This is an optimization exercise on Yosys and OpenROAD, whose aim is small area, a short achievable clock period and few clock cycles, not a production implementation. In this exercise RTL edits were held to simulation tests only and were not proved equivalent to the original. Power figures rest on the tool's default switching activity, not on a simulated workload.

### flow/run.sh
#!/bin/bash
# Layout flow: the standard flow (standard.sh, unchanged synthesis),
# with repair_timing aiming for 8.25 ns of setup slack and the port buffers
# made from buf_4 cells. Full tool output goes to standard.log.
set -e
bash standard.sh SETUP_SLACK_MARGIN=8.25 TNS_END_PERCENT=100 \
    'BUFFER_PORTS_ARGS=-buffer_cell sky130_fd_sc_hd__buf_4' finish > standard.log 2>&1
### standard.sh
#!/bin/bash
# synth_recipe.tcl (not shown) runs the flow's synth.tcl, then flattens the netlist and writes it again
# the make line also repeats each setting of config.mk as NAME=value (left out here)
make -C /OpenROAD-flow-scripts/flow DESIGN_CONFIG=/design/flow/config.mk WORK_HOME=/design/flow/orfs CLKGATE_MAP_FILE= SYNTH_SCRIPT=/design/flow/synth_recipe.tcl "${@:-finish}"
### config.mk
export PLATFORM = sky130hd
export DESIGN_NAME = FFT
export DESIGN_NICKNAME = FFT
export VERILOG_FILES = /design/flow/design.v
export SDC_FILE = /design/flow/constraint.sdc
export NUM_CORES = 4
export LEC_CHECK = 0
export CAP_MARGIN = 20
export CORE_MARGIN = 2
export CORE_UTILIZATION = 40
export SLEW_MARGIN = 20
### constraint.sdc
create_clock -name core_clock -period 12.0 [get_ports {clk}]
set_input_delay 2.4000 -clock core_clock [delete_from_list [all_inputs] [get_ports {clk}]]
set_output_delay 2.4000 -clock core_clock [all_outputs]
set_load 0.01 [all_outputs]
### design.v
module twb #(parameter RW = 14, parameter PW = 20) (
    input  signed [RW-1:0] r1,
    input  signed [RW-1:0] r2,
    input  ben, bneg, cen, cneg, den, e16, e32, fen, f8, fneg,
    input  [5:0] kr,
    input  [5:0] ki,
    output [PW-1:0] sr, cr,
    output [PW-1:0] si, ci
);
wire signed [PW-1:0] x1 = r1, x2 = r2;
wire fpos = ~fneg;
wire [PW-1:0] a1 = {x1[PW-7:0], kr};
wire [PW-1:0] a2 = {x2[PW-7:0], ki};
wire [PW-1:0] b1 = ({PW{ben}} & x1) ^ {PW{bneg}};
wire [PW-1:0] b2 = ({PW{ben}} & x2) ^ {PW{bneg}};
wire [PW-1:0] c1 = ({PW{cen}} & (x1 <<< 2)) ^ {PW{cneg}};
wire [PW-1:0] c2 = ({PW{cen}} & (x2 <<< 2)) ^ {PW{cneg}};
wire [PW-1:0] d1 = ({PW{den}} & (x1 <<< 4)) ^ {PW{den}};
wire [PW-1:0] d2 = ({PW{den}} & (x2 <<< 4)) ^ {PW{den}};
wire [PW-1:0] e1 = ({PW{e16}} & (x1 <<< 4)) | ({PW{e32}} & (x1 <<< 5));
wire [PW-1:0] e2 = ({PW{e16}} & (x2 <<< 4)) | ({PW{e32}} & (x2 <<< 5));
wire [PW-1:0] g1 = {PW{fen}} & (f8 ? (x1 <<< 3) : (x1 <<< 2));
wire [PW-1:0] g2 = {PW{fen}} & (f8 ? (x2 <<< 3) : (x2 <<< 2));
csa6 #(.W(PW)) ur (.t1(a1), .t2(b1), .t3(c1), .t4(d1), .t5(e2), .t6(g2 ^ {PW{fneg}}), .s(sr), .c(cr));
csa6 #(.W(PW)) ui (.t1(a2), .t2(b2), .t3(c2), .t4(d2), .t5(~e1), .t6(g1 ^ {PW{fpos}}), .s(si), .c(ci));
endmodule
module csa6 #(parameter W = 20) (
    input  [W-1:0] t1, t2, t3, t4, t5, t6,
    output [W-1:0] s, c
);
wire [W-1:0] s1 = t1 ^ t2 ^ t3;
wire [W-1:0] c1 = {((t1 & t2) | (t1 & t3) | (t2 & t3)), 1'b0};
wire [W-1:0] s2 = t4 ^ t5 ^ t6;
wire [W-1:0] c2 = {((t4 & t5) | (t4 & t6) | (t5 & t6)), 1'b0};
wire [W-1:0] s3 = s1 ^ c1 ^ s2;
wire [W-1:0] c3 = {((s1 & c1) | (s1 & s2) | (c1 & s2)), 1'b0};
assign s = s3 ^ c3 ^ c2;
assign c = {((s3 & c3) | (s3 & c2) | (c3 & c2)), 1'b0};
endmodule
module tpa #(parameter W = 14) (
    input  signed [W-2:0] vr,
    input  signed [W-2:0] vi,
    input  e,
    output [W-1:0] r1,
    output [W-1:0] r2
);
wire signed [W-1:0] xr = vr, xi = vi;
assign r1 = xr + ({W{e}} & xi);
wire [W:0] t = {xi, 1'b1} + {({W{e}} & ~xr), e};
assign r2 = t[W:1];
endmodule
module bfd #(parameter W = 13) (
    input  [W-1:0] tr, ti, vr, vi,
    input  [1:0] w,
    output [W-1:0] fr, fi
);
wire nx = w[1] | w[0], ny = w[1] & w[0], px = ~nx, py = ~ny;
wire [W:0] zx = {tr, 1'b1} + {~vr, px};
wire [W:0] zy = {ti, 1'b1} + {~vi, py};
wire [W-1:0] x = zx[W:1] ^ {W{nx}};
wire [W-1:0] y = zy[W:1] ^ {W{ny}};
assign fr = w[1] ? y : x;
assign fi = w[1] ? x : y;
endmodule
module t45 (
    input  signed [22:0] x,
    input  e,
    output [27:0] s, c
);
wire signed [27:0] y = x;
wire [27:0] g = {28{e}} & y;
wire [27:0] t1 = {y[21:0], 4'b0000, e, 1'b0};    
wire [27:0] t2 = g;
wire [27:0] t3 = ~{g[25:0], 2'b00} & {28{e}};
wire [27:0] t4 = ~{g[23:0], 4'b0000} & {28{e}};
wire [27:0] s1 = t1 ^ t2 ^ t3;
wire [27:0] c1 = {((t1 & t2) | (t1 & t3) | (t2 & t3)), 1'b0};
assign s = s1 ^ c1 ^ t4;
assign c = {((s1 & c1) | (s1 & t4) | (c1 & t4)), 1'b0};
endmodule
module FFT(
input clk,
input rst_n,
input in_valid,
input signed [11:0] din_r,
input signed [11:0] din_i,
output out_valid,
output signed [15:0] dout_r,
output signed [15:0] dout_i
);
integer k;
function [21:0] tc1;
    input [3:0] n;
    case (n)
        4'd0: tc1 = 22'b0000000000_000000_000010;   
        4'd1: tc1 = 22'b1100010101_000010_000010;   
        4'd2: tc1 = 22'b1111001111_000011_000011;   
        4'd3: tc1 = 22'b1010101100_000001_000011;   
        4'd4: tc1 = 22'b1011100000_000010_000100;   
        4'd5: tc1 = 22'b1010101100_000001_000011;   
        4'd6: tc1 = 22'b1111001111_000011_000011;   
        4'd7: tc1 = 22'b1100010101_000010_000010;   
        4'd8: tc1 = 22'b0000000000_000000_000010;   
        4'd9: tc1 = 22'b1100010101_000010_000010;   
        4'd10: tc1 = 22'b1111001111_000011_000011;   
        4'd11: tc1 = 22'b1010101100_000001_000011;   
        4'd12: tc1 = 22'b1011100000_000010_000100;   
        4'd13: tc1 = 22'b1010101100_000001_000011;   
        4'd14: tc1 = 22'b1111001111_000011_000011;   
        4'd15: tc1 = 22'b1100010101_000010_000010;   
        default: tc1 = 22'd0;
    endcase
endfunction
function [0:0] ts1;
    input [3:0] n;
    case (n)
        4'd0: ts1 = 1'b0;
        4'd1: ts1 = 1'b0;
        4'd2: ts1 = 1'b0;
        4'd3: ts1 = 1'b0;
        4'd4: ts1 = 1'b0;
        4'd5: ts1 = 1'b1;
        4'd6: ts1 = 1'b1;
        4'd7: ts1 = 1'b1;
        4'd8: ts1 = 1'b0;
        4'd9: ts1 = 1'b0;
        4'd10: ts1 = 1'b0;
        4'd11: ts1 = 1'b0;
        4'd12: ts1 = 1'b0;
        4'd13: ts1 = 1'b1;
        4'd14: ts1 = 1'b1;
        4'd15: ts1 = 1'b1;
        default: ts1 = 1'd0;
    endcase
endfunction
function [0:0] te1;
    input [3:0] n;
    case (n)
        4'd0: te1 = 1'b0;
        4'd1: te1 = 1'b0;
        4'd2: te1 = 1'b0;
        4'd3: te1 = 1'b0;
        4'd4: te1 = 1'b1;
        4'd5: te1 = 1'b0;
        4'd6: te1 = 1'b0;
        4'd7: te1 = 1'b0;
        4'd8: te1 = 1'b0;
        4'd9: te1 = 1'b0;
        4'd10: te1 = 1'b0;
        4'd11: te1 = 1'b0;
        4'd12: te1 = 1'b1;
        4'd13: te1 = 1'b0;
        4'd14: te1 = 1'b0;
        4'd15: te1 = 1'b0;
        default: te1 = 1'd0;
    endcase
endfunction
function [1:0] wr1;
    input [3:0] n;
    case (n)
        4'd0: wr1 = 2'b00;
        4'd1: wr1 = 2'b00;
        4'd2: wr1 = 2'b00;
        4'd3: wr1 = 2'b00;
        4'd4: wr1 = 2'b00;
        4'd5: wr1 = 2'b01;
        4'd6: wr1 = 2'b01;
        4'd7: wr1 = 2'b01;
        4'd8: wr1 = 2'b10;
        4'd9: wr1 = 2'b10;
        4'd10: wr1 = 2'b10;
        4'd11: wr1 = 2'b10;
        4'd12: wr1 = 2'b10;
        4'd13: wr1 = 2'b11;
        4'd14: wr1 = 2'b11;
        4'd15: wr1 = 2'b11;
        default: wr1 = 2'd0;
    endcase
endfunction
function [21:0] tc2;
    input [2:0] n;
    case (n)
        3'd0: tc2 = 22'b0000000000_000000_000010;   
        3'd1: tc2 = 22'b1111001111_000011_000011;   
        3'd2: tc2 = 22'b1011100000_000010_000100;   
        3'd3: tc2 = 22'b1111001111_000011_000011;   
        3'd4: tc2 = 22'b0000000000_000000_000010;   
        3'd5: tc2 = 22'b1111001111_000011_000011;   
        3'd6: tc2 = 22'b1011100000_000010_000100;   
        3'd7: tc2 = 22'b1111001111_000011_000011;   
        default: tc2 = 22'd0;
    endcase
endfunction
function [0:0] ts2;
    input [2:0] n;
    case (n)
        3'd0: ts2 = 1'b0;
        3'd1: ts2 = 1'b0;
        3'd2: ts2 = 1'b0;
        3'd3: ts2 = 1'b1;
        3'd4: ts2 = 1'b0;
        3'd5: ts2 = 1'b0;
        3'd6: ts2 = 1'b0;
        3'd7: ts2 = 1'b1;
        default: ts2 = 1'd0;
    endcase
endfunction
function [0:0] te2;
    input [2:0] n;
    case (n)
        3'd0: te2 = 1'b0;
        3'd1: te2 = 1'b0;
        3'd2: te2 = 1'b1;
        3'd3: te2 = 1'b0;
        3'd4: te2 = 1'b0;
        3'd5: te2 = 1'b0;
        3'd6: te2 = 1'b1;
        3'd7: te2 = 1'b0;
        default: te2 = 1'd0;
    endcase
endfunction
function [1:0] wr2;
    input [2:0] n;
    case (n)
        3'd0: wr2 = 2'b00;
        3'd1: wr2 = 2'b00;
        3'd2: wr2 = 2'b00;
        3'd3: wr2 = 2'b01;
        3'd4: wr2 = 2'b10;
        3'd5: wr2 = 2'b10;
        3'd6: wr2 = 2'b10;
        3'd7: wr2 = 2'b11;
        default: wr2 = 2'd0;
    endcase
endfunction
function [21:0] tc3;
    input [1:0] n;
    case (n)
        2'd0: tc3 = 22'b0000000000_000000_000010;   
        2'd1: tc3 = 22'b1011100000_000010_000100;   
        2'd2: tc3 = 22'b0000000000_000000_000010;   
        2'd3: tc3 = 22'b1011100000_000010_000100;   
        default: tc3 = 22'd0;
    endcase
endfunction
function [0:0] ts3;
    input [1:0] n;
    case (n)
        2'd0: ts3 = 1'b0;
        2'd1: ts3 = 1'b0;
        2'd2: ts3 = 1'b0;
        2'd3: ts3 = 1'b0;
        default: ts3 = 1'd0;
    endcase
endfunction
function [0:0] te3;
    input [1:0] n;
    case (n)
        2'd0: te3 = 1'b0;
        2'd1: te3 = 1'b1;
        2'd2: te3 = 1'b0;
        2'd3: te3 = 1'b1;
        default: te3 = 1'd0;
    endcase
endfunction
function [1:0] wr3;
    input [1:0] n;
    case (n)
        2'd0: wr3 = 2'b00;
        2'd1: wr3 = 2'b00;
        2'd2: wr3 = 2'b10;
        2'd3: wr3 = 2'b10;
        default: wr3 = 2'd0;
    endcase
endfunction
reg [6:0] cnt;       
reg       ov;
localparam CW = 32;
function [CW-1:0] ctlf;
    input [6:0] c;
    reg [6:0] i1, i2, i3, i4, i5, ja, jb, n1, n2, n3;
    begin
        i1 = c - 7'd1;  n1 = c + 7'd1;
        i2 = c - 7'd18; n2 = c - 7'd16;
        i3 = c - 7'd27; n3 = c - 7'd25;
        i4 = c - 7'd32;
        i5 = c - 7'd35;
        ja = c - 7'd36;
        jb = c - 7'd51;
        ctlf = {i1[4], n1[3:0], te1(n1[3:0]) & ~n1[4], wr1(i1[3:0]),         
                i2[3], n2[2:0], te2(n2[2:0]) & ~n2[3], wr2(i2[2:0]),         
                i3[2], n3[1:0], te3(n3[1:0]) & ~n3[2], wr3(i3[1:0]),         
                i4[1], i4[0], 1'b0,                                 
                i5[0], ja[4] & ~ja[0], jb[3] & ~jb[1],              
                5'd0};
    end
endfunction
reg [CW-1:0] ctl;
always @(posedge clk or negedge rst_n) begin
    if (!rst_n) begin
        cnt <= 7'd0;
        ov  <= 1'b0;
        ctl <= ctlf(7'd0);
    end else begin
        if ((cnt != 7'd0 || in_valid) && cnt != 7'd127) cnt <= cnt + 7'd1;
        ctl <= (cnt != 7'd0 || in_valid) ? ctlf(cnt + 7'd1) : ctlf(7'd0);
        if (cnt == 7'd57) ov <= 1'b1;
    end
end
assign out_valid = ov;
wire       ph1 = ctl[31];
wire [3:0] m1  = ctl[30:27];
wire       e1  = ctl[26];
wire [1:0] w1  = ctl[25:24];
wire       ph2 = ctl[23];
wire [2:0] m2  = ctl[22:20];
wire       e2  = ctl[19];
wire [1:0] w2  = ctl[18:17];
wire       ph3 = ctl[16];
wire [1:0] m3  = ctl[15:14];
wire       e3  = ctl[13];
wire [1:0] w3  = ctl[12:11];
wire       ph4 = ctl[10];
wire [1:0] w4  = {ctl[9], 1'b0};
wire       ph5 = ctl[7];
wire       sela = ctl[6];
wire       selb = ctl[5];
reg signed [11:0] xr, xi;
always @(posedge clk) begin
    xr <= din_r;
    xi <= din_i;
end
reg signed [12:0] d1r [0:13];
reg signed [12:0] d1i [0:13];
reg signed [13:0] d1r14, d1i14, d1r15, d1i15;
wire signed [12:0] t1r = d1r15[12:0], t1i = d1i15[12:0];
wire signed [12:0] f1r, f1i;
bfd #(.W(13)) bf1 (.tr(t1r), .ti(t1i), .vr({xr[11], xr}), .vi({xi[11], xi}), .w(w1), .fr(f1r), .fi(f1i));
always @(posedge clk) begin
    d1r[0] <= ph1 ? f1r : {xr[11], xr};
    d1i[0] <= ph1 ? f1i : {xi[11], xi};
    for (k = 1; k < 14; k = k + 1) begin
        d1r[k] <= d1r[k-1];
        d1i[k] <= d1i[k-1];
    end
    d1r14 <= r1r; d1i14 <= r1i;
    d1r15 <= d1r14; d1i15 <= d1i14;
end
wire [13:0] r1r, r1i;
tpa #(.W(14)) ta1 (.vr(d1r[13]), .vi(d1i[13]), .e(e1), .r1(r1r), .r2(r1i));
reg [21:0] a1c;
reg a1s;
always @(posedge clk) begin
    a1c <= tc1(m1); a1s <= ts1(m1);
end
wire [19:0] b1sr, b1cr, b1si, b1ci;
twb #(.RW(14), .PW(20)) tw1 (.r1(d1r14), .r2(d1i14),
    .ben(a1c[21]), .bneg(a1c[20]), .cen(a1c[19]), .cneg(a1c[18]), .den(a1c[17]),
    .e16(a1c[16]), .e32(a1c[15]), .fen(a1c[14]), .f8(a1c[13]), .fneg(a1c[12]),
    .kr(a1c[11:6]), .ki(a1c[5:0]), .sr(b1sr), .cr(b1cr), .si(b1si), .ci(b1ci));
reg [19:0] q1sr, q1cr, q1si, q1ci;
reg q1s;
always @(posedge clk) begin
    q1sr <= b1sr; q1cr <= b1cr; q1si <= b1si; q1ci <= b1ci;
    q1s <= a1s;
end
wire [19:0] g1ar = ph1 ? {t1r[12], t1r, 6'd0} : q1sr, g1br = ph1 ? {xr[11], xr[11], xr, 6'd0} : q1cr;
wire [19:0] g1ai = ph1 ? {t1i[12], t1i, 6'd0} : q1si, g1bi = ph1 ? {xi[11], xi[11], xi, 6'd0} : q1ci;
wire [19:0] h1r = g1ar + g1br, h1i = g1ai + g1bi;
wire sw1 = q1s & ~ph1;
reg signed [19:0] o1r, o1i;
always @(posedge clk) begin
    o1r <= sw1 ? h1i : h1r;
    o1i <= sw1 ? h1r : h1i;
end
reg signed [20:0] d2r [0:5];
reg signed [20:0] d2i [0:5];
reg signed [21:0] d2r6, d2i6, d2r7, d2i7;
wire signed [20:0] t2r = d2r7[20:0], t2i = d2i7[20:0];
wire signed [20:0] f2r, f2i;
bfd #(.W(21)) bf2 (.tr(t2r), .ti(t2i), .vr({o1r[19], o1r}), .vi({o1i[19], o1i}), .w(w2), .fr(f2r), .fi(f2i));
always @(posedge clk) begin
    d2r[0] <= ph2 ? f2r : o1r;
    d2i[0] <= ph2 ? f2i : o1i;
    for (k = 1; k < 6; k = k + 1) begin
        d2r[k] <= d2r[k-1];
        d2i[k] <= d2i[k-1];
    end
    d2r6 <= r2r; d2i6 <= r2i;
    d2r7 <= d2r6; d2i7 <= d2i6;
end
wire [21:0] r2r, r2i;
tpa #(.W(22)) ta2 (.vr(d2r[5]), .vi(d2i[5]), .e(e2), .r1(r2r), .r2(r2i));
reg [21:0] a2c;
reg a2s;
always @(posedge clk) begin
    a2c <= tc2(m2); a2s <= ts2(m2);
end
wire [26:0] b2sr, b2cr, b2si, b2ci;
twb #(.RW(22), .PW(27)) tw2 (.r1(d2r6), .r2(d2i6),
    .ben(a2c[21]), .bneg(a2c[20]), .cen(a2c[19]), .cneg(a2c[18]), .den(a2c[17]),
    .e16(a2c[16]), .e32(a2c[15]), .fen(a2c[14]), .f8(a2c[13]), .fneg(a2c[12]),
    .kr(a2c[11:6]), .ki(a2c[5:0]), .sr(b2sr), .cr(b2cr), .si(b2si), .ci(b2ci));
reg [26:0] q2sr, q2cr, q2si, q2ci;
reg q2s;
always @(posedge clk) begin
    q2sr <= b2sr; q2cr <= b2cr; q2si <= b2si; q2ci <= b2ci;
    q2s <= a2s;
end
wire [26:0] g2ar = ph2 ? {t2r, 6'd0} : q2sr, g2br = ph2 ? {o1r[19], o1r, 6'd0} : q2cr;
wire [26:0] g2ai = ph2 ? {t2i, 6'd0} : q2si, g2bi = ph2 ? {o1i[19], o1i, 6'd0} : q2ci;
wire [26:0] h2r = g2ar + g2br, h2i = g2ai + g2bi;
wire sw2 = q2s & ~ph2;
reg signed [20:0] o2r, o2i;
always @(posedge clk) begin
    o2r <= sw2 ? h2i[26:6] : h2r[26:6];
    o2i <= sw2 ? h2r[26:6] : h2i[26:6];
end
reg signed [21:0] d3r [0:1];
reg signed [21:0] d3i [0:1];
reg signed [22:0] d3r2, d3i2, d3r3, d3i3;
wire signed [21:0] t3r = d3r3[21:0], t3i = d3i3[21:0];
wire signed [21:0] f3r, f3i;
bfd #(.W(22)) bf3 (.tr(t3r), .ti(t3i), .vr({o2r[20], o2r}), .vi({o2i[20], o2i}), .w(w3), .fr(f3r), .fi(f3i));
always @(posedge clk) begin
    d3r[0] <= ph3 ? f3r : o2r;
    d3i[0] <= ph3 ? f3i : o2i;
    d3r[1] <= d3r[0];
    d3i[1] <= d3i[0];
    d3r2 <= r3r; d3i2 <= r3i;
    d3r3 <= d3r2; d3i3 <= d3i2;
end
wire [22:0] r3r, r3i;
tpa #(.W(23)) ta3 (.vr(d3r[1]), .vi(d3i[1]), .e(e3), .r1(r3r), .r2(r3i));
reg a3k;
always @(posedge clk) a3k <= te3(m3);
wire [27:0] b3sr, b3cr, b3si, b3ci;
t45 tm3r (.x(d3r2), .e(a3k), .s(b3sr), .c(b3cr));
t45 tm3i (.x(d3i2), .e(a3k), .s(b3si), .c(b3ci));
reg [27:0] q3sr, q3cr, q3si, q3ci;
always @(posedge clk) begin
    q3sr <= b3sr; q3cr <= b3cr; q3si <= b3si; q3ci <= b3ci;
end
wire [27:0] g3ar = ph3 ? {t3r, 6'd0} : q3sr, g3br = ph3 ? {o2r[20], o2r, 6'd0} : q3cr;
wire [27:0] g3ai = ph3 ? {t3i, 6'd0} : q3si, g3bi = ph3 ? {o2i[20], o2i, 6'd0} : q3ci;
wire [27:0] h3r = g3ar + g3br, h3i = g3ai + g3bi;
reg signed [21:0] o3r, o3i;
always @(posedge clk) begin
    o3r <= h3r[27:6];
    o3i <= h3i[27:6];
end
reg signed [21:0] d4r [0:1];
reg signed [21:0] d4i [0:1];
wire signed [21:0] t4r = d4r[1], t4i = d4i[1];
wire signed [21:0] s4r = t4r + o3r, s4i = t4i + o3i;
wire signed [21:0] f4r, f4i;
bfd #(.W(22)) bf4 (.tr(t4r), .ti(t4i), .vr(o3r), .vi(o3i), .w(w4), .fr(f4r), .fi(f4i));
reg signed [21:0] o4r, o4i;
always @(posedge clk) begin
    d4r[0] <= ph4 ? f4r : o3r;
    d4i[0] <= ph4 ? f4i : o3i;
    d4r[1] <= d4r[0];
    d4i[1] <= d4i[0];
    o4r <= ph4 ? s4r : t4r;
    o4i <= ph4 ? s4i : t4i;
end
reg signed [21:0] d5r, d5i;
wire signed [21:0] s5r = d5r + o4r, s5i = d5i + o4i;
wire signed [21:0] f5r = d5r - o4r, f5i = d5i - o4i;
always @(posedge clk) begin
    d5r <= ph5 ? f5r : o4r;
    d5i <= ph5 ? f5i : o4i;
end
wire [31:0] o5 = ph5 ? {s5r[21:6], s5i[21:6]} : {d5r[21:6], d5i[21:6]};
reg [31:0] ba [0:14];
wire [31:0] outa = sela ? o5 : ba[14];
always @(posedge clk) begin
    ba[0] <= sela ? ba[14] : o5;
    for (k = 1; k < 15; k = k + 1) ba[k] <= ba[k-1];
end
reg [31:0] bb [0:5];
wire [31:0] outb = selb ? outa : bb[5];
always @(posedge clk) begin
    bb[0] <= selb ? bb[5] : outa;
    for (k = 1; k < 6; k = k + 1) bb[k] <= bb[k-1];
end
reg [31:0] dout;
always @(posedge clk) dout <= outb;
assign dout_r = dout[31:16];
assign dout_i = dout[15:0];
endmodule
==> run summary, run 1 <==
number of flops mapped to enable cells by yosys 0; Die Y 486.4 um; Gate Count Post-Synth 8681; count leader, synth dfxtp_1; Synth Area per Inst 10.72 um2; Layout Skew 102.8 ps; Site Rows 177; total track usage 18.22%; pre-CTS WS 6796 ps; endpoint class of the critical path flop; clk root buf clkbuf_16; Seq cells post-synth 2295; Final WS setup 8183 ps; Iter 0 DRT Violations 3545; Req. time, crit path 12700 ps; Area contributors post-synth dfxtp_1 (49%), fa_1 (8.9%), ha_1 (8.0%); Nets 9858; unique cell type count in the Yosys netlist 92; Synthesized Nets 9715; Post-DP Area 96660 um2; critical path arrival 4520 ps; clk latency of the worst-skew pair 900 ps; layout cells sized above 1 12.51%; measured slew at the worst slew-check pin 1182 ps; clock buffer count from CTS 226; DP Wirelength 158200 um; Critical Path Source Type flop; Final GP Congestion 0.8839; status no timing/DRC/antenna violations; Pwr per Cell Area 265.1 nW/um2; period utilization 31.81%; Ys Warns 21; hold-fix buffer count after cts 0; CTS tree built; drt wl/cell 18.13 um; DR DRC count 0; Initial Util 40.14%; Max-Slew Margin vs Limit 21.11%; CTS Sinks 2295; Synth top area share 48.80%; most common flop cell mapped by yosys dfxtp_1; vias in the first global route 59817; Layout area overhead 15.11%; cell taking the most area after synthesis dfxtp_1; Hold WC Path Type reg2reg; fin area 107100 um2; buffer depth of the longest clock path 3; Antenna Nets Post-Route 0; 1st-pass router iterations 6; P_leak 47.30 nW; unrepaired setup endpoints after global routing yes; worst-path fanout max 8; IO Pins 60; final hold vios 0; Core Region 231900 um2; max_cap viols 0; fin. max-slew vios 0; maximum vdd drop 227.5 uV; sequential share of the synthesized area 49.52%; ys async rst share 1.133%; Reg2Reg Depth 15; Achievable Freq 262.0 MHz; chip width 486.4 um; hold path cells 0; initial antenna violation count 21; vias 58943; # port buffers 59; H-Tree Level Count 4; final core occ 46.20%; Synth top cells by count dfxtp_1 (2269), inv_1 (736), nor2_1 (652); # setup viols final 0; Post-Route WL 218900 um; Via density 4.883; Worst-path clk slew 60 ps; mapped cell area 93070 um2; CP Class reg2reg; final setup TNS 0 ps; Die Area 236600 um2; grt total ovfl 0; minimum clock period 3817 ps; largest net degree at the start of global routing 93; first-pass GRT wire length 339400 um
layout make-up:
cell class / instances / area, um2
timing repair inverter: 1 / 5.005
tap: 3043 / 3807
clock buffer: 300 / 6326
clock inverter: 127 / 1680
antenna: 6 / 15.01
inverter: 738 / 2781
multi-input combinational: 5364 / 44210
timing repair buffer: 198 / 2130
sequential: 2295 / 46180
fill: 21129 / 124700
final timing paths:
| check | start | end | slack (ps) |
|---|---|---|---|
| worst min register to register | d4i[0][8]$_DFF_P_ | d4i[1][8]$_DFF_P_ | 290 |
| worst max register to register | ctl[23]$_DFF_PN1_ | o2r[19]$_DFF_P_ | 8180 |
| worst min-delay path | d4i[0][8]$_DFF_P_ | d4i[1][8]$_DFF_P_ | 290 |
| min in group asynchronous | rst_n | ov$_DFFE_PN0N_ | 1460 |
| max in group asynchronous | rst_n | ctl[21]$_DFF_PN0_ | 10150 |
| worst max-delay path | ctl[23]$_DFF_PN1_ | o2r[19]$_DFF_P_ | 8180 |
critical path, stage by stage (launching register included):
cell and delay (ps):
dfstp_4 680, buf_6 140, buf_6 120, buf_16 130, mux2_4 320, ha_4 280
o21a_1 160, nor2_2 60, a211oi_4 240, o2111ai_2 190, a32oi_2 290, a41oi_2 220
a21oi_4 250, a31oi_1 130, xnor2_1 160, mux2_2 260
per-layer routing:
metal | up-vias | track usage [%] | wire length (um)
li1 | 28831 | - | -
met3 | 347 | 2.790 | 10820
met5 | - | 0 | 27
met4 | 4 | 6.234 | 7170
met1 | 28452 | 24.69 | 101400
met2 | 1309 | 29.62 | 99460
sequential cells by signal, indices dropped and copies added (netlist names), 25 cells and up:
register  cells
ba          480
bb          192
d1i         182
d1r         182
d2i         126
d2r         126
d3i          44
d3r          44
d4i          44
d4r          44
dout         32
q2ci         25
q2cr         25
q2si         25
q2sr         25
q3ci         27
q3cr         27
q3si         27
q3sr         27
where the power goes:
part | switching (mW) | internal, mW
logic | 5.03 | 3.99
registers | 1.47 | 10.5
clock network | 3.12 | 4.28
total | 9.62 | 18.8
kinds of logic (layout without fill, tap and decap cells):
kind of cell	after synthesis	in the layout	synth area share (%)
other cells	0	6	0
flops	2295	2295	49.52
xor+xnor	649	649	6.107
simple gates	1923	1923	9.557
mux	385	385	4.543
fa+ha+maj	1008	1008	16.87
compound gates	1399	1399	9.275
buf+inv	1022	1364	4.131
cells in the final DEF, fill, tap and decap left out, types with 21 or more instances in the layout:
cell type   netlist  layout
a21oi_1         464     424
and2_1          149     147
a22oi_1          29      29
nor2b_1         166     163
buf_6             0      47
a31oi_1          57      50
ha_1            595     578
o21a_1           69      69
inv_1           736     730
xor2_1          172     169
clkbuf_16         0     236
mux2i_1          89      88
clkinvlp_4        0      25
nor2_1          652     645
nor3_1           91      86
clkinv_2          0      44
o21bai_1         57      54
xnor2_1         477     473
nand2_1         552     550
fa_1            412     412
o211ai_1         33      33
dfxtp_2           0      33
clkbuf_1        219      37
a21oi_2           0      33
mux2_2          294     274
nand3_1          62      60
bufinv_16         0      24
or3_1            33      33
nand2b_1        104     104
mux2_4            1      21
o21ai_0         356     338
and3_1           33      32
clkbuf_8          0      36
dfxtp_1        2269    2231
buf_4             1     122
a21o_1          107     107
timing repair:
action,4_1_cts,5_1_grt
gates cloned,7,8
setup endpoints to repair,170,132
pin swaps,30,67
resized for setup,200,130
setup buffers,39,36
stage by stage:
| step | power, mW | std cells | hold slack [ps] |
|---|---|---|---|
| detailed placement | 20.77 | 11548 | 312.1 |
| CTS | 28.45 | 12021 | 290.5 |
| finish | 28.40 | 12072 | 289.0 |
| global placement | 20.54 | 11548 | 309.6 |
| floorplan | 18.07 | 8681 | 309.6 |
| global route | 30.30 | 12068 | 292.1 |
Testbench counts, summed over its fixed seeds: cycles 22,784.
==> inputs of run 2 (changes only) <==
==> flow/run.sh (replaced) <==
#!/bin/bash
# Layout flow: the standard flow (standard.sh, unchanged synthesis),
# with repair_timing aiming for 8.5 ns of setup slack and the port buffers
# made from buf_4 cells. Full tool output goes to standard.log.
set -e
bash standard.sh SETUP_SLACK_MARGIN=8.5 TNS_END_PERCENT=100  \
    'BUFFER_PORTS_ARGS=-buffer_cell sky130_fd_sc_hd__buf_4' finish > standard.log 2>&1
==> run summary, run 2 <==
crit-path cells buf_6; buffer depth of the longest clock path 3; Synth Area per Inst 10.72 um2; Clock power frac 26.1%; Area contributors post-synth dfxtp_1 (49%), fa_1 (8.9%), ha_1 (8.0%); total track usage 18.64%; final setup TNS 0 ps; CP max-delay cell dfrtp_1; maximum vdd drop 183.0 uV; Pwr per Cell Area 263.8 nW/um2; # port buffers 59; # setup viols final 0; vias in the first global route 60470; clk root buf clkbuf_16; logic gate share of total power 32.4%; measured slew at the worst slew-check pin 1172 ps; Initial Util 40.14%; hold slack 281.7 ps; P_leak 48.10 nW; Nets 9943; 1st-pass router iterations 6; Hold WC Path Type reg2reg; sequential share of the synthesized area 49.52%; max incr delay on CP 390 ps; critical path arrival 1410 ps; most frequent cells in the layout dfxtp_1 (2214), inv_1 (730), nor2_1 (638); CTS tree built; Synthesized Nets 9715; critical path depth 1; clk latency of the worst-skew pair 910 ps; period utilization 31.75%; chip width 486.4 um; Antenna Nets Post-Route 0; Core Region 231900 um2; DR DRC count 0; hold-fix buffer count after cts 0; CP Class reg2out; DP Wirelength 158200 um; cell taking the most area after synthesis dfxtp_1; first-pass GRT wire length 345100 um; worst-path fanout max 2; commonest non-fill, non-tap cell in the layout dfxtp_1; Max-Slew Margin vs Limit 21.79%; Final GP Congestion 0.8836; biggest regs ba: 480 flops, bb: 192 flops; layout cells sized above 1 15.03%; Worst-path clk slew 70 ps; max reg flops 480; Die Y 486.4 um; Die Area 236600 um2; Post-Route WL 224100 um; most common flop cell mapped by yosys dfxtp_1; largest net degree at the start of global routing 84; IO Pins 60; NetSw 9.845 mW; Reg2Reg Depth 16; internal power 19.03 mW; Biggest register ba; Via density 4.908; Synth top area share 48.80%; CTS Sinks 2295; Site Rows 177; WP buf/inv 1; max_cap viols 0; minimum clock period 3810 ps; switch share 34.09%; drt wl/cell 18.44 um; endpoint class of the critical path output port; grt total ovfl 0; fin. max-slew vios 0; hold path cells 0; mapped cell area 93070 um2; status no timing/DRC/antenna violations; H-Tree Level Count 4; clock buffer count from CTS 225; Layout area overhead 17.60%; Iter 0 DRT Violations 3657; count leader, synth dfxtp_1; Req. time, crit path 9600 ps; number of flops mapped to enable cells by yosys 0; unrepaired setup endpoints after global routing yes; register share of total power 41.5%; initial antenna violation count 16; Gate Count Post-Synth 8681; Synth top cells by count dfxtp_1 (2269), inv_1 (736), nor2_1 (652); Critical Path Source Type flop; Ys Warns 21; CP delay by family, top flip-flops; Layout Skew 74.19 ps; ys async rst share 1.133%; unique cell type count in the Yosys netlist 92; Achievable Freq 262.4 MHz; final hold vios 0; Seq cells post-synth 2295; vias 59649
run 2: final timing paths:
| kind | start | end | slack, ps |
|---|---|---|---|
| setup / recovery | ov$_DFFE_PN0N_ | out_valid | 8190 |
| hold / removal | d1i[4][9]$_DFF_P_ | d1i[5][9]$_DFF_P_ | 280 |
| setup reg to reg | ctl[23]$_DFF_PN1_ | o2r[19]$_DFF_P_ | 8210 |
| hold reg to reg | d1i[4][9]$_DFF_P_ | d1i[5][9]$_DFF_P_ | 280 |
| max in group asynchronous | rst_n | ctl[19]$_DFF_PN0_ | 10190 |
| min in group asynchronous | rst_n | cnt[1]$_DFFE_PN0P_ | 1440 |
run 2: final cells by class:
type	count	area, um2
timing repair inverter	3	15.01
timing repair buffer	282	3159
tap	3043	3807
sequential	2295	46200
antenna	4	10.01
fill	20847	122400
multi-input combinational	5364	45280
inverter	738	2784
clock inverter	130	1922
clock buffer	294	6274
run 2: per-layer routing:
layer  part of all wire, %  vias to the layer above  wire length [um]  track usage [%]
met2                    46                     1315            103500            30.58
met4                   3.4                        6              7546            6.427
met3                   4.7                      406             10560            2.850
met5                 0.016                        -                35                0
li1                      -                    28979                 -                -
met1                    46                    28943            102500            25.00
run 2: power groups by stage:
stage                     combinational [mW]  sequential [mW]  clock (mW)
after global placement                  8.52             12.1           0
after CTS                               9.00             12.0        7.70
after floorplan                         6.70             11.4           0
after global routing                    10.5             12.3        8.01
final                                   9.35             12.0        7.53
after detailed placement                8.70             12.1           0
run 2: per-stage QoR:
stage | power [mW] | cells | utilization (%) | area [um2] | setup WS, ps
6_report | 28.88 | 12153 | 47.21 | 109500 | 8190
4_1_cts | 28.72 | 12071 | 46.34 | 107400 | 8103
2_1_floorplan | 18.08 | 8681 | - | 93250 | 8512
5_1_grt | 30.76 | 12150 | 47.20 | 109500 | 8070
3_3_place_gp | 20.58 | 11546 | 41.72 | 96730 | 6843
3_5_place_dp | 20.80 | 11546 | 41.72 | 96730 | 6768
run 2: logic make-up after synthesis:
family | Yosys count | synth area share [%]
flops | 2295 | 49.52
buf+inv | 1022 | 4.131
xor+xnor | 649 | 6.107
simple gates | 1923 | 9.557
fa+ha+maj | 1008 | 16.87
compound gates | 1399 | 9.275
mux | 385 | 4.543
run 2: timing repair:
item | CTS | global route
setup endpoints to repair | 279 | 194
cloned | 18 | 8
gates resized for setup | 305 | 283
buffers inserted | 83 | 70
pin swaps | 65 | 138
==> inputs of run 3 (changes only) <==
==> flow/run.sh (replaced) <==
#!/bin/bash
# Layout flow: the standard flow (standard.sh, unchanged synthesis),
# with repair_timing aiming for 8.25 ns of setup slack and the port buffers
# made from buf_4 cells. Full tool output goes to standard.log.
set -e
bash standard.sh CORE_UTILIZATION=70 PLACE_DENSITY=0.8 SETUP_SLACK_MARGIN=8.25 TNS_END_PERCENT=100  \
    'BUFFER_PORTS_ARGS=-buffer_cell sky130_fd_sc_hd__buf_4' finish > standard.log 2>&1
--- a/config.mk
+++ b/config.mk
@@ -9,3 +9,4 @@
 export CORE_MARGIN = 2
-export CORE_UTILIZATION = 40
+export CORE_UTILIZATION = 70
+export PLACE_DENSITY = 0.8
 export SLEW_MARGIN = 20
==> run summary, run 3 <==
clk root buf clkbuf_16; final hold vios 0; Routed met3 length 17510 um; mapped cell area 93070 um2; hold slack 257.0 ps; hold path cells 0; layout cells sized above 1 11.69%; Hold WC Path Type reg2reg; drt wl/cell 21.15 um; measured slew at the worst slew-check pin 1149 ps; fin. max-slew vios 0; Synthesized Nets 9715; biggest regs ba: 480 flops, bb: 192 flops; Final GP Congestion 0.9357; CP delay by family, top flip-flops; Seq cells post-synth 2295; chip width 368.6 um; Req. time, crit path 9600 ps; # port buffers 59; 1st-pass router iterations 7; total track usage 33.06%; maximum vdd drop 213.0 uV; clock buffer count from CTS 210; unrepaired setup endpoints after global routing yes; period utilization 32.08%; Pwr per Cell Area 272.2 nW/um2; count leader, synth dfxtp_1; Site Rows 133; minimum clock period 3849 ps; CP max-delay cell dfrtp_2; Synth top cells by count dfxtp_1 (2269), inv_1 (736), nor2_1 (652); most frequent cells in the layout dfxtp_1 (2229), inv_1 (731), nor2_1 (648); # setup viols final 0; CP Class reg2out; critical path arrival 1450 ps; Post-Route WL 226800 um; commonest non-fill, non-tap cell in the layout dfxtp_1; WP buf/inv 1; Nets 9818; status no timing/DRC/antenna violations; Gate Count Post-Synth 8681; number of flops mapped to enable cells by yosys 0; cell taking the most area after synthesis dfxtp_1; Layout Skew 100.0 ps; grt total ovfl 0; Core Region 131800 um2; initial antenna violation count 17; max_cap viols 0; Die Area 135900 um2; final setup TNS 0 ps; critical path depth 1; met2 WL 106700 um; Iter 0 DRT Violations 5383; Synth top area share 48.80%; P_leak 46.87 nW; Top Layer Used met5; sequential share of the synthesized area 49.52%; Initial Util 70.62%; ys async rst share 1.133%; largest net degree at the start of global routing 81; DR DRC count 0; H-Tree Level Count 4; crit-path cells buf_6; Via density 5.740; first-pass GRT wire length 348900 um; vias in the first global route 62631; unique cell type count in the Yosys netlist 92; hold-fix buffer count after cts 0; DP Wirelength 152800 um; Die Y 368.6 um; clk latency of the worst-skew pair 910 ps; Ys Warns 21; Final Power 28.46 mW; max incr delay on CP 480 ps; Layout area overhead 12.37%; Achievable Freq 259.8 MHz; most common flop cell mapped by yosys dfxtp_1; Worst-path clk slew 70 ps; Max-Slew Margin vs Limit 23.42%; Synth Area per Inst 10.72 um2; Reg2Reg Depth 14; worst-path fanout max 2; Biggest register ba; vias 61537; met1 WL 93420 um; CTS tree built; CTS Sinks 2295; Critical Path Source Type flop; max reg flops 480; number of diodes 0; buffer depth of the longest clock path 3; endpoint class of the critical path output port; Area contributors post-synth dfxtp_1 (49%), fa_1 (8.9%), ha_1 (8.0%); Antenna Nets Post-Route 0; IO Pins 60
## run 3: logic make-up after synthesis
group           synth area share, %
flops                         49.52
simple gates                  9.557
compound gates                9.275
buf+inv                       4.131
fa+ha+maj                     16.87
xor+xnor                      6.107
mux                           4.543
## run 3: final cells by class
type                       instances  area, um2
sequential                      2295      46180
multi-input combinational       5364      43840
fill                            7837      27210
clock buffer                     278       6003
inverter                         738       2778
tap                             1755       2196
timing repair buffer             174       1891
clock inverter                   115       1693
timing repair inverter             1      5.005
## run 3: metrics by stage
stage	util, %	instance area [um2]	setup slack, ps	instances
finish	79.35	104600	8151	10720
global route	79.35	104600	8092	10720
CTS	78.69	103700	8105	10681
detailed placement	72.05	94960	6349	10248
global placement	72.05	94960	6423	10248
floorplan	-	93090	8214	8681
## run 3: path summary, 6_finish.rpt
path | from | to | slack, ps
max | ov$_DFFE_PN0N_ | out_valid | 8150
min reg2reg | d2i[2][1]$_DFF_P_ | d2i[3][1]$_DFF_P_ | 260
min in group asynchronous | rst_n | ctl[13]$_DFF_PN0_ | 1490
max reg2reg | ctl[23]$_DFF_PN1_ | o2i[19]$_DFF_P_ | 8200
min | d2i[2][1]$_DFF_P_ | d2i[3][1]$_DFF_P_ | 260
max in group asynchronous | rst_n | ctl[18]$_DFF_PN1_ | 10120
## run 3: repair_timing
action                                  in CTS  in global routing
endpoints found under the setup margin     188                145
buffers inserted                            32                 34
hold endpoints to repair                     0                  0
cloned                                       8                  5
pin swaps                                   19                 40
resized for setup                          138                114
## run 3: power by group
| group | switching, mW | internal [mW] |
|---|---|---|
| combinational | 5.12 | 3.96 |
| sequential | 1.66 | 10.5 |
| clock | 3.07 | 4.14 |
| total | 9.85 | 18.6 |
## run 3: per-layer routing
| layer | vias to the layer above | global-route usage, % |
|---|---|---|
| li1 | 28657 | - |
| met1 | 29993 | 43.55 |
| met2 | 2340 | 54.25 |
| met3 | 541 | 6.095 |
| met4 | 6 | 12.88 |
| met5 | - | 0 |
==> inputs of run 4 (changes only) <==
--- a/flow/run.sh
+++ b/flow/run.sh
@@ -5,3 +5,3 @@
 set -e
-bash standard.sh CORE_UTILIZATION=70 PLACE_DENSITY=0.8 SETUP_SLACK_MARGIN=8.25 TNS_END_PERCENT=100  \
+bash standard.sh CORE_UTILIZATION=60 PLACE_DENSITY=0.7 SETUP_SLACK_MARGIN=8.25 TNS_END_PERCENT=100 GPL_TIMING_DRIVEN=1 \
     'BUFFER_PORTS_ARGS=-buffer_cell sky130_fd_sc_hd__buf_4' finish > standard.log 2>&1
--- a/config.mk
+++ b/config.mk
@@ -9,4 +9,4 @@
 export CORE_MARGIN = 2
-export CORE_UTILIZATION = 70
-export PLACE_DENSITY = 0.8
+export CORE_UTILIZATION = 60
+export PLACE_DENSITY = 0.7
 export SLEW_MARGIN = 20
==> run summary, run 4 <==
Layout Skew 84.18 ps; most common flop cell mapped by yosys dfxtp_1; Clock power frac 26.0%; Final GP Congestion 0.9057; final hold vios 0; Antenna Nets Post-Route 0; critical path arrival 1430 ps; fin. max-slew vios 0; measured slew at the worst slew-check pin 1055 ps; chip width 397.9 um; CP delay by family, top flip-flops; initial antenna violation count 8; max reg flops 480; DP Wirelength 155000 um; CTS Sinks 2295; largest net degree at the start of global routing 97; vias 59751; Req. time, crit path 9600 ps; clk root buf clkbuf_16; sequential share of the synthesized area 49.52%; Iter 0 DRT Violations 3928; 1st-pass router iterations 5; CTS tree built; clk latency of the worst-skew pair 900 ps; maximum vdd drop 177.6 uV; grt met2 use 44.49%; final setup TNS 0 ps; clock buffer count from CTS 215; endpoint class of the critical path output port; number of flops mapped to enable cells by yosys 0; minimum clock period 3835 ps; Initial Util 60.42%; ys async rst share 1.133%; Achievable Freq 260.8 MHz; Reg2Reg Depth 14; Ys Warns 21; # setup viols final 0; IO Pins 60; CP max-delay cell dfrtp_2; mapped cell area 93070 um2; layout cells sized above 1 11.50%; register share of total power 42.6%; most frequent cells in the layout dfxtp_1 (2229), inv_1 (733), nor2_1 (650); max_cap viols 0; CP Class reg2out; Gate Count Post-Synth 8681; hold-fix buffer count after cts 0; grt total ovfl 0; Critical Path Source Type flop; Post-Route WL 218600 um; Via density 5.421; internal power 18.77 mW; Die Area 158300 um2; Layout area overhead 13.01%; worst-path fanout max 2; commonest non-fill, non-tap cell in the layout dfxtp_1; placed insts 10544; Pwr per Cell Area 270.2 nW/um2; # port buffers 59; count leader, synth dfxtp_1; H-Tree Level Count 4; unrepaired setup endpoints after global routing yes; Nets 9825; logic gate share of total power 31.5%; biggest regs ba: 480 flops, bb: 192 flops; vias in the first global route 60269; drt wl/cell 19.83 um; Core Region 154000 um2; Biggest register ba; Synth top area share 48.80%; WP buf/inv 1; Max-Slew Margin vs Limit 29.60%; met3 Use GR 4.872%; Worst-path clk slew 60 ps; layer with the highest usage met2; Synthesized Nets 9715; Seq cells post-synth 2295; met1 usage 37.20%; critical path depth 1; filler cell count 11457; final core occ 68.28%; buffer depth of the longest clock path 3; Hold WC Path Type reg2reg; switch share 33.96%; DR DRC count 0; period utilization 31.96%; P_leak 47.03 nW; max incr delay on CP 450 ps; Synth Area per Inst 10.72 um2; Die Y 397.9 um; NetSw 9.649 mW; first-pass GRT wire length 337700 um; cell taking the most area after synthesis dfxtp_1; unique cell type count in the Yosys netlist 92; Site Rows 144; Cell Count, Final, Fillers Out 11023; Synth top cells by count dfxtp_1 (2269), inv_1 (736), nor2_1 (652); multi-input logic area 43790 um2; hold path cells 0; total track usage 27.52%; crit-path cells buf_6; Seq. cell area 46170 um2; Area contributors post-synth dfxtp_1 (49%), fa_1 (8.9%), ha_1 (8.0%); hold slack 279.0 ps; status no timing/DRC/antenna violations
==> run 4: final timing paths <==
| path | startpoint | end | slack [ps] |
|---|---|---|---|
| setup / recovery | ov$_DFFE_PN0N_ | out_valid | 8170 |
| hold / removal | ba[9][17]$_DFF_P_ | ba[10][17]$_DFF_P_ | 280 |
| setup reg to reg | ctl[16]$_DFF_PN1_ | o3i[15]$_DFF_P_ | 8300 |
| hold reg to reg | ba[9][17]$_DFF_P_ | ba[10][17]$_DFF_P_ | 280 |
| max in group asynchronous | rst_n | ctl[23]$_DFF_PN1_ | 10120 |
| min in group asynchronous | rst_n | ctl[13]$_DFF_PN0_ | 1480 |
==> run 4: power groups by stage <==
stage	Combinational [mW]	Clock (mW)	Sequential, mW
floorplan	6.69	0	11.4
finish	8.95	7.37	12.1
detailed placement	8.61	0	12.2
CTS	8.81	7.49	12.1
global placement	8.39	0	12.1
global route	10.0	7.80	12.3
==> run 4: metrics by stage <==
step | worst slack, ps | power [mW] | area [um2]
CTS | 8111 | 28.41 | 104400
floorplan | 8214 | 18.07 | 93090
global placement | 7113 | 20.50 | 95370
detailed placement | 7089 | 20.78 | 95370
finish | 8165 | 28.41 | 105200
global route | 8119 | 30.16 | 105200
==> run 4: cell families after synthesis <==
family                   count (synthesis)  synth area share (%)
flip-flops                            2295                 49.52
AO/OA/AOI/OAI                         1399                 9.275
AND/OR/NAND/NOR                       1923                 9.557
multiplexers                           385                 4.543
XOR/XNOR                               649                 6.107
buffers and inverters                 1022                 4.131
adder cells (fa/ha/maj)               1008                 16.87
==> run 4: final cells by class <==
cell class | count | share of cell area [%]
antenna | 3 | 0.007137
clock inverter | 114 | 1.807
timing repair buffer | 176 | 1.840
timing repair inverter | 1 | 0.004758
tap | 2044 | 2.431
sequential | 2295 | 43.90
inverter | 738 | 2.641
clock buffer | 288 | 5.737
multi-input combinational | 5364 | 41.63
==> run 4: routing by layer <==
metal	wire length, um	vias up
li1	-	28728
met1	97750	28865
met2	99770	1696
met3	13660	454
met4	7410	8
met5	54	-
==> run 4: what timing repair did <==
item | in CTS | in global routing
cloned | 6 | 7
setup endpoints to repair | 158 | 125
pin swaps | 21 | 35
gates resized for setup | 141 | 107
buffers inserted | 36 | 25
==> inputs of run 5 (changes only) <==
--- a/flow/run.sh
+++ b/flow/run.sh
@@ -5,3 +5,3 @@
 set -e
-bash standard.sh CORE_UTILIZATION=60 PLACE_DENSITY=0.7 SETUP_SLACK_MARGIN=8.25 TNS_END_PERCENT=100 GPL_TIMING_DRIVEN=1 \
+bash standard.sh CORE_UTILIZATION=60 PLACE_DENSITY=0.7 SETUP_SLACK_MARGIN=8.25 TNS_END_PERCENT=100  \
     'BUFFER_PORTS_ARGS=-buffer_cell sky130_fd_sc_hd__buf_4' finish > standard.log 2>&1
==> run summary, run 5 <==
status no timing/DRC/antenna violations; pre-CTS WS 7089 ps; # port buffers 59; Post-Route WL 218600 um; clk latency of the worst-skew pair 900 ps; grt total ovfl 0; final setup TNS 0 ps; max reg flops 480; drt wl/cell 19.83 um; 1st-pass router iterations 5; DP Wirelength 155000 um; WP buf/inv 1; Die Area 158300 um2; R2R Path Start ctl[16]$_DFF_PN1_; H-Tree Level Count 4; endpoint class of the critical path output port; Ys Warns 21; CP Class reg2out; Antenna Nets Post-Route 0; biggest regs ba: 480 flops, bb: 192 flops; Reg2Reg Depth 14; sequential share of the synthesized area 49.52%; unrepaired setup endpoints after global routing yes; Max-Slew Margin vs Limit 29.60%; Via density 5.421; Layout Skew 84.18 ps; Hold WC Path Type reg2reg; Nets 9825; largest net degree at the start of global routing 97; maximum vdd drop 177.6 uV; worst-path fanout max 2; Synth top area share 48.80%; CP max-delay cell dfrtp_2; # setup viols final 0; Iter 0 DRT Violations 3928; Synth top cells by count dfxtp_1 (2269), inv_1 (736), nor2_1 (652); max incr delay on CP 450 ps; fin area 105200 um2; CP delay by family, top flip-flops; hold path cells 0; Core Region 154000 um2; commonest non-fill, non-tap cell in the layout dfxtp_1; hold endpoint ba[10][17]$_DFF_P_; crit-path cells buf_6; Final Power 28.41 mW; buffer depth of the longest clock path 3; ys async rst share 1.133%; final core occ 68.28%; Site Rows 144; vias in the first global route 60269; flop-to-flop setup slack 8300 ps; measured slew at the worst slew-check pin 1055 ps; Seq cells post-synth 2295; first-pass GRT wire length 337700 um; Achievable Freq 260.8 MHz; most common flop cell mapped by yosys dfxtp_1; P_leak 47.03 nW; Post-DP Area 95370 um2; Initial Util 60.42%; Layout area overhead 13.01%; chip width 397.9 um; Final WS setup 8165 ps; Pwr per Cell Area 270.2 nW/um2; Hold Crit Start ba[9][17]$_DFF_P_; most frequent cells in the layout dfxtp_1 (2229), inv_1 (733), nor2_1 (650); hold-fix buffer count after cts 0; unique cell type count in the Yosys netlist 92; DR DRC count 0; Synthesized Nets 9715; Area contributors post-synth dfxtp_1 (49%), fa_1 (8.9%), ha_1 (8.0%); fin. max-slew vios 0; minimum clock period 3835 ps; Synth Area per Inst 10.72 um2; CTS Sinks 2295; critical path arrival 1430 ps; Req. time, crit path 9600 ps; max_cap viols 0; initial antenna violation count 8; clock buffer count from CTS 215; clk root buf clkbuf_16; Gate Count Post-Synth 8681; cell taking the most area after synthesis dfxtp_1; FF-to-FF End o3i[15]$_DFF_P_; total track usage 27.52%; vias 59751; IO Pins 60; Final GP Congestion 0.9057; period utilization 31.96%; count leader, synth dfxtp_1; Die Y 397.9 um; mapped cell area 93070 um2; final hold vios 0; layout cells sized above 1 11.50%; CTS tree built; Critical Path Source Type flop; Biggest register ba; Worst-path clk slew 60 ps; number of flops mapped to enable cells by yosys 0
run 5: cell counts after synthesis:
No cell type changed its count.
run 5: area by class of cell:
type | count | area, um2
Clock buffer | 288 | 6035
Timing Repair Buffer | 176 | 1936
Antenna cell | 3 | 7.507
Tap cell | 2044 | 2557
Fill cell | 11457 | 48870
Inverter | 738 | 2778
Timing Repair inverter | 1 | 5.005
Multi-Input combinational cell | 5364 | 43790
Clock inverter | 114 | 1901
Sequential cell | 2295 | 46170
run 5: routing by layer:
| layer | vias up | track usage (%) | share of wire, % |
|---|---|---|---|
| li1 | 28728 | - | - |
| met1 | 28865 | 37.20 | 45 |
| met2 | 1696 | 44.49 | 46 |
| met3 | 454 | 4.872 | 6.2 |
| met4 | 8 | 9.693 | 3.4 |
| met5 | - | 0 | 0.025 |
run 5: through the flow:
| stage | cells | hold slack (ps) |
|---|---|---|
| 6_report | 11023 | 279.0 |
| 5_1_grt | 11020 | 287.7 |
| 4_1_cts | 10988 | 280.4 |
| 3_5_place_dp | 10544 | 312.1 |
| 3_3_place_gp | 10544 | 309.7 |
| 2_1_floorplan | 8681 | 309.6 |
run 5: report_power, final:
part	internal (mW)	leakage, nW	switching, mW
clock	4.32	3.83	3.06
combinational	3.94	23.8	5.01
sequential	10.5	19.4	1.58
total	18.8	47.0	9.65
run 5: repair_timing:
action	in CTS	in global routing
setup buffers	36	25
resized for setup	141	107
setup endpoints to repair	158	125
pin swaps	21	35
gates cloned	6	7
run 5: cell families after synthesis:
| logic type | synth area share [%] |
|---|---|
| simple gates | 9.557 |
| fa+ha+maj | 16.87 |
| xor+xnor | 6.107 |
| buf+inv | 4.131 |
| mux | 4.543 |
| compound gates | 9.275 |
| flops | 49.52 |
run 5: worst max-delay path by stage:
stage	start	end	slack, ps	cells after the start
floorplan	ctl[16]$_DFF_PN1_	o3i[21]$_DFF_P_	8210	14
global placement	ctl[23]$_DFF_PN1_	o2i[19]$_DFF_P_	7110	13
detailed placement	ctl[23]$_DFF_PN1_	o2i[19]$_DFF_P_	7090	13
CTS	ov$_DFFE_PN0N_	out_valid	8110	1
global route	ov$_DFFE_PN0N_	out_valid	8120	1
finish	ov$_DFFE_PN0N_	out_valid	8170	1
==> inputs of run 6 (changes only) <==
--- a/design.v
+++ b/design.v
@@ -306,3 +306,3 @@
         ctl <= (cnt != 7'd0 || in_valid) ? ctlf(cnt + 7'd1) : ctlf(7'd0);
-        if (cnt == 7'd57) ov <= 1'b1;
+        ov  <= (cnt >= 7'd57);     
     end
==> run summary, run 6 <==
status no timing/DRC/antenna violations; initial antenna violation count 13; 1st-pass router iterations 6; DP Wirelength 153700 um; total track usage 26.69%; Layout area overhead 12.50%; CP max-delay cell dfrtp_2; clock buffer count from CTS 217; final setup TNS 0 ps; Antenna Nets Post-Route 0; crit-path cells buf_6; buffer depth of the longest clock path 3; largest net degree at the start of global routing 78; drt wl/cell 19.45 um; sequential share of the synthesized area 49.21%; Synth top area share 48.51%; Worst-path clk slew 60 ps; CTS tree built; fin. max-slew vios 0; Seq cells post-synth 2295; Core Region 154600 um2; Synth Area per Inst 10.75 um2; WP buf/inv 1; ys async rst share 1.133%; number of flops mapped to enable cells by yosys 0; # port buffers 59; grt total ovfl 0; maximum vdd drop 162.6 uV; mapped cell area 93650 um2; Hold WC Path Type reg2reg; Final GP Congestion 0.8990; chip width 399.1 um; CP Class reg2out; count leader, synth dfxtp_1; Nets 9841; Die Y 399.1 um; critical path arrival 1440 ps; P_leak 47.25 nW; Site Rows 144; biggest regs ba: 480 flops, bb: 192 flops; Critical Path Source Type flop; Initial Util 60.58%; Biggest register ba; max_cap viols 0; CP delay by family, top flip-flops; max reg flops 480; Die Area 159300 um2; Pwr per Cell Area 269.4 nW/um2; unique cell type count in the Yosys netlist 112; Layout Skew 94.59 ps; unrepaired setup endpoints after global routing yes; Post-Route WL 214600 um; Synth top cells by count dfxtp_1 (2269), inv_1 (756), nor2_1 (637); DR DRC count 0; clk latency of the worst-skew pair 870 ps; max incr delay on CP 460 ps; Via density 5.393; worst-path fanout max 1; most frequent cells in the layout dfxtp_1 (2248), inv_1 (753), nor2_1 (636); Achievable Freq 260.5 MHz; Area contributors post-synth dfxtp_1 (49%), fa_1 (8.8%), ha_1 (8.0%); Synthesized Nets 9751; vias 59524; flop-to-flop setup slack 8220 ps; vias in the first global route 59179; period utilization 31.99%; Req. time, crit path 9600 ps; hold slack 275.0 ps; CTS Sinks 2295; clk root buf clkbuf_16; final core occ 68.15%; layout cells sized above 1 11.37%; Final Power 28.38 mW; Max-Slew Margin vs Limit 36.22%; minimum clock period 3839 ps; most common flop cell mapped by yosys dfxtp_1; measured slew at the worst slew-check pin 955.7 ps; H-Tree Level Count 4; endpoint class of the critical path output port; cell taking the most area after synthesis dfxtp_1; commonest non-fill, non-tap cell in the layout dfxtp_1; IO Pins 60; Iter 0 DRT Violations 4220; # setup viols final 0; Ys Warns 21; first-pass GRT wire length 331100 um; final hold vios 0; Gate Count Post-Synth 8714
## run 6: power by group
part | switching [mW] | leakage (nW) | internal (mW) | total [mW]
clock network | 3.07 | 3.76 | 4.25 | 7.32
logic | 5.11 | 24.1 | 3.94 | 9.05
registers | 1.52 | 19.4 | 10.5 | 12.0
## run 6: cells by family (layout without fill, tap and decap cells)
family	count (synthesis)	count (layout)	synth area share (%)
other	0	3	0
AO/OA/AOI/OAI	1387	1387	9.469
buffers and inverters	1053	1330	4.259
flip-flops	2295	2295	49.21
XOR/XNOR	634	634	5.954
adder cells (fa/ha/maj)	1011	1011	16.81
AND/OR/NAND/NOR	1939	1939	9.679
multiplexers	395	395	4.619
## run 6: final timing paths
path	startpoint	endpoint	depth (start not counted)
max reg2reg	ctl[16]$_DFF_PN1_	o3r[21]$_DFF_P_	12
min	d2r[3][11]$_DFF_P_	d2r[4][11]$_DFF_P_	0
max in group asynchronous	rst_n	ctl[21]$_DFF_PN0_	1
min reg2reg	d2r[3][11]$_DFF_P_	d2r[4][11]$_DFF_P_	0
min in group asynchronous	rst_n	cnt[2]$_DFFE_PN0P_	1
max	ov$_DFF_PN0_	out_valid	1
## run 6: what timing repair did
action / 4_1_cts / 5_1_grt
setup endpoints to repair: 123 / 94
setup buffers: 25 / 29
gates cloned: 3 / 7
hold buffers: 0 / 0
resized for setup: 65 / 122
pin swaps: 5 / 46
## run 6: layer usage
layer	routed length (um)	share of wire (%)	up-vias	track usage, %
met3	12180	5.7	375	4.186
met4	6235	2.9	4	7.613
met2	96050	45	1490	42.28
li1	-	-	28800	-
met1	100200	47	28855	37.93
met5	26	0.012	-	0
## run 6: cell type report
cell class / instances / area [um2]
timing repair inverter: 2 / 10.01
multi-input combinational: 5366 / 44250
clock inverter: 116 / 1790
fill: 11456 / 49230
tap: 2044 / 2557
inverter: 760 / 2860
timing repair buffer: 162 / 1645
sequential: 2295 / 46150
antenna: 3 / 7.507
clock buffer: 290 / 6087
## run 6: through the flow
| step | instance area, um2 | instances | worst slack (ps) |
|---|---|---|---|
| final | 105400 | 11038 | 8161 |
| after global routing | 105300 | 11035 | 8090 |
| after CTS | 104300 | 10999 | 8102 |
| after detailed placement | 95870 | 10565 | 7099 |
| after global placement | 95860 | 10565 | 7120 |
| after floorplan | 93660 | 8714 | 8215 |
Testbench counts of run 6, summed over its fixed seeds: cycles 22,784.
==> inputs of run 7 (changes only) <==
--- a/flow/run.sh
+++ b/flow/run.sh
@@ -5,3 +5,3 @@
 set -e
-bash standard.sh CORE_UTILIZATION=60 PLACE_DENSITY=0.7 SETUP_SLACK_MARGIN=8.25 TNS_END_PERCENT=100  \
+bash standard.sh CORE_UTILIZATION=60 PLACE_DENSITY=0.7 SETUP_SLACK_MARGIN=8.25 TNS_END_PERCENT=100 CTS_CLUSTER_SIZE=30 CTS_CLUSTER_DIAMETER=60 \
     'BUFFER_PORTS_ARGS=-buffer_cell sky130_fd_sc_hd__buf_4' finish > standard.log 2>&1
==> run summary, run 7 <==
status no timing/DRC/antenna violations; buffer depth of the longest clock path 3; worst-path fanout max 1; pre-CTS WS 7099 ps; Die Area 159300 um2; unrepaired setup endpoints after global routing yes; crit-path cells buf_6; clock buffer count from CTS 141; Die Y 399.1 um; period utilization 31.66%; internal power 16.95 mW; Nets 9769; switch share 36.02%; final setup TNS 0 ps; drt wl/cell 19.32 um; Hold WC Path Type reg2reg; P_leak 46.01 nW; Site Rows 144; IO Pins 60; Post-Synth XOR/XNOR Area 5.954%; Achievable Freq 263.2 MHz; CTS Sinks 2295; FF-to-FF End o2r[14]$_DFF_P_; Reg2Reg Depth 15; Layout area overhead 9.707%; initial antenna violation count 9; Via density 5.409; 1st-pass router iterations 5; biggest regs ba: 480 flops, bb: 192 flops; CP delay by family, top flip-flops; measured slew at the worst slew-check pin 995.9 ps; multi-input logic area 44240 um2; hold slack 300.5 ps; CP max-delay cell dfrtp_2; ys async rst share 1.133%; Worst-path clk slew 100 ps; H-Tree Level Count 4; WP buf/inv 1; fin. max-slew vios 0; Gate Count Post-Synth 8714; layout cells sized above 1 10.03%; Core Region 154600 um2; Seq cells post-synth 2295; total track usage 26.23%; Seq. cell area 46130 um2; sequential share of the synthesized area 49.21%; flop-to-flop setup slack 8290 ps; Pwr per Cell Area 257.8 nW/um2; # setup viols final 0; Max-Slew Margin vs Limit 33.53%; first-pass GRT wire length 325400 um; Post-Route WL 210300 um; CP Class reg2out; number of flops mapped to enable cells by yosys 0; Initial Util 60.58%; Cell Count, Final, Fillers Out 10887; register share of total power 45.2%; Layout Skew 44.04 ps; clk root buf clkbuf_16; Antenna Nets Post-Route 0; # port buffers 59; largest family of logic cells by synthesized area adder cells; Synth top area share 48.51%; count leader, synth dfxtp_1; unique cell type count in the Yosys netlist 112; grt total ovfl 0; Req. time, crit path 9600 ps; mapped cell area 93650 um2; NetSw 9.539 mW; mux cell area share after synthesis 4.619%; largest net degree at the start of global routing 78; Synth Area per Inst 10.75 um2; max incr delay on CP 470 ps; Setup crit start ov$_DFF_PN0_; minimum clock period 3799 ps; Critical Path Source Type flop; DP Wirelength 153700 um; cell taking the most area after synthesis dfxtp_1; Synthesized Nets 9751; Synth Area in Simple Gates 9.679%; Clock power frac 20.9%; max reg flops 480; Iter 0 DRT Violations 4154; vias 58888; most common flop cell mapped by yosys dfxtp_1; CTS tree built; DR DRC count 0; Post-Synth Adder-Cell Area 16.81%; Ys Warns 21; most frequent cells in the layout dfxtp_1 (2263), inv_1 (753), nor2_1 (635); Biggest register ba; endpoint class of the critical path output port; Area contributors post-synth dfxtp_1 (49%), fa_1 (8.8%), ha_1 (8.0%); max_cap viols 0; crit path to out_valid; hold-fix buffer count after cts 0; Synth top cells by count dfxtp_1 (2269), inv_1 (756), nor2_1 (637); commonest non-fill, non-tap cell in the layout dfxtp_1; chip width 399.1 um; logic gate share of total power 34.0%; critical path arrival 1400 ps; maximum vdd drop 169.7 uV; R2R Path Start ctl[23]$_DFF_PN1_; compound-gate portion of the synthesized area 9.469%; Final GP Congestion 0.8990; critical path depth 1; clk latency of the worst-skew pair 800 ps; final hold vios 0; filler cell count 11845; vias in the first global route 58172; placed insts 10565; Final WS setup 8201 ps
-- run 7: layout make-up --
| cell class | count | share of cell area [%] |
|---|---|---|
| diodes | 10 | 0.02436 |
| well taps | 2044 | 2.489 |
| flip-flops and latches | 2295 | 44.91 |
| clock buffers | 150 | 3.590 |
| clock inverters | 94 | 1.525 |
| repair inverters | 2 | 0.009743 |
| multi-input cells | 5366 | 43.07 |
| repair buffers | 166 | 1.606 |
| inverters | 760 | 2.784 |
-- run 7: kinds of logic after synthesis --
kind of cell               count (synthesis)
and+or+nand+nor                         1939
AOI/OAI and AO/OA                       1387
adders and majority gates               1011
muxes                                    395
xor gates and xnor gates                 634
DFF                                     2295
buffers and inverters                   1053
-- run 7: worst min path at each step --
stage / startpoint / to / slack [ps] / depth (start not counted)
2_1_floorplan: ba[9][0]$_DFF_P_ / ba[10][0]$_DFF_P_ / 310 / 0
5_1_grt: d2r[3][11]$_DFF_P_ / d2r[4][11]$_DFF_P_ / 300 / 0
3_5_place_dp: d1r[0][8]$_DFF_P_ / d1r[1][8]$_DFF_P_ / 310 / 0
4_1_cts: d2r[3][11]$_DFF_P_ / d2r[4][11]$_DFF_P_ / 300 / 0
6_report: d2i[1][20]$_DFF_P_ / d2i[2][20]$_DFF_P_ / 300 / 0
3_3_place_gp: d1r[2][1]$_DFF_P_ / d1r[3][1]$_DFF_P_ / 310 / 0
-- run 7: through the flow --
| stage | total power [mW] | area (um2) | utilization [%] |
|---|---|---|---|
| after floorplan | 18.19 | 93660 | - |
| after global placement | 20.51 | 95860 | 62.01 |
| after detailed placement | 20.85 | 95870 | 62.01 |
| after CTS | 26.46 | 101800 | 65.82 |
| after global routing | 28.19 | 102700 | 66.44 |
| final | 26.49 | 102700 | 66.46 |
-- run 7: what timing repair did --
action                                  CTS  global route
resized for setup                        49            99
endpoints found under the setup margin  111            78
cloned                                    4             5
setup buffers                            28            31
pin swaps                                 8            47
-- run 7: routing by layer --
layer / GRT usage (%) / up-vias / wire length [um]
met1: 37.78 / 28521 / 100200
met4: 7.371 / 0 / 5868
met3: 3.734 / 338 / 10630
met5: 0 / - / 0
met2: 41.29 / 1416 / 93580
li1: - / 28613 / -
-- run 7: power groups by stage --
stage | Clock (mW) | Combinational, mW | Sequential, mW
floorplan | 0 | 6.81 | 11.4
global placement | 0 | 8.46 | 12.0
detailed placement | 0 | 8.73 | 12.1
CTS | 5.63 | 8.85 | 12.0
global route | 5.91 | 10.0 | 12.2
finish | 5.52 | 9.00 | 12.0

==> static timing again, ports no longer ideal <==
In the flow no input, the clock included, has a driving cell. The finished layouts below were timed again as built, in two steps.
Step 1 assumes that a clkbuf_16 drives the clock port and a buf_2 every other input.
Step 2, shift: input delay + t, output delay - t, t = (earliest + latest rising clock arrival at the registers) / 2. This alone moves slack from input paths to output paths.
Three values: no drivers, after step 1, after step 2; two values: the first two.
| run | shift t [ns] | slack for setup (ns) | worst setup path at the end | cell pins on the clock port's net |
|---|---|---|---|---|
| run 1 | 0.931 | 8.183 / 8.123 / 7.952 | input to register | 1 |
| run 2 | 0.952 | 8.190 / 8.108 / 7.952 | input to register | 1 |
| run 3 | 0.940 | 8.151 / 8.067 / 8.051 | input to register | 1 |
| run 4 | 0.934 | 8.165 / 8.091 / 8.148 | input to register | 1 |
| run 5 | 0.934 | 8.165 / 8.091 / 8.148 | input to register | 1 |
| run 6 | 0.921 | 8.161 / 8.067 / 8.216 | register to register | 1 |
| run 7 | 0.877 | 8.201 / 8.107 / 8.291 | register to register | 1 |
After both steps every run listed still meets setup and hold. The setup slack of run 2, which loses most, moves by -0.082 ns with the drivers and by -0.238 ns with both steps.
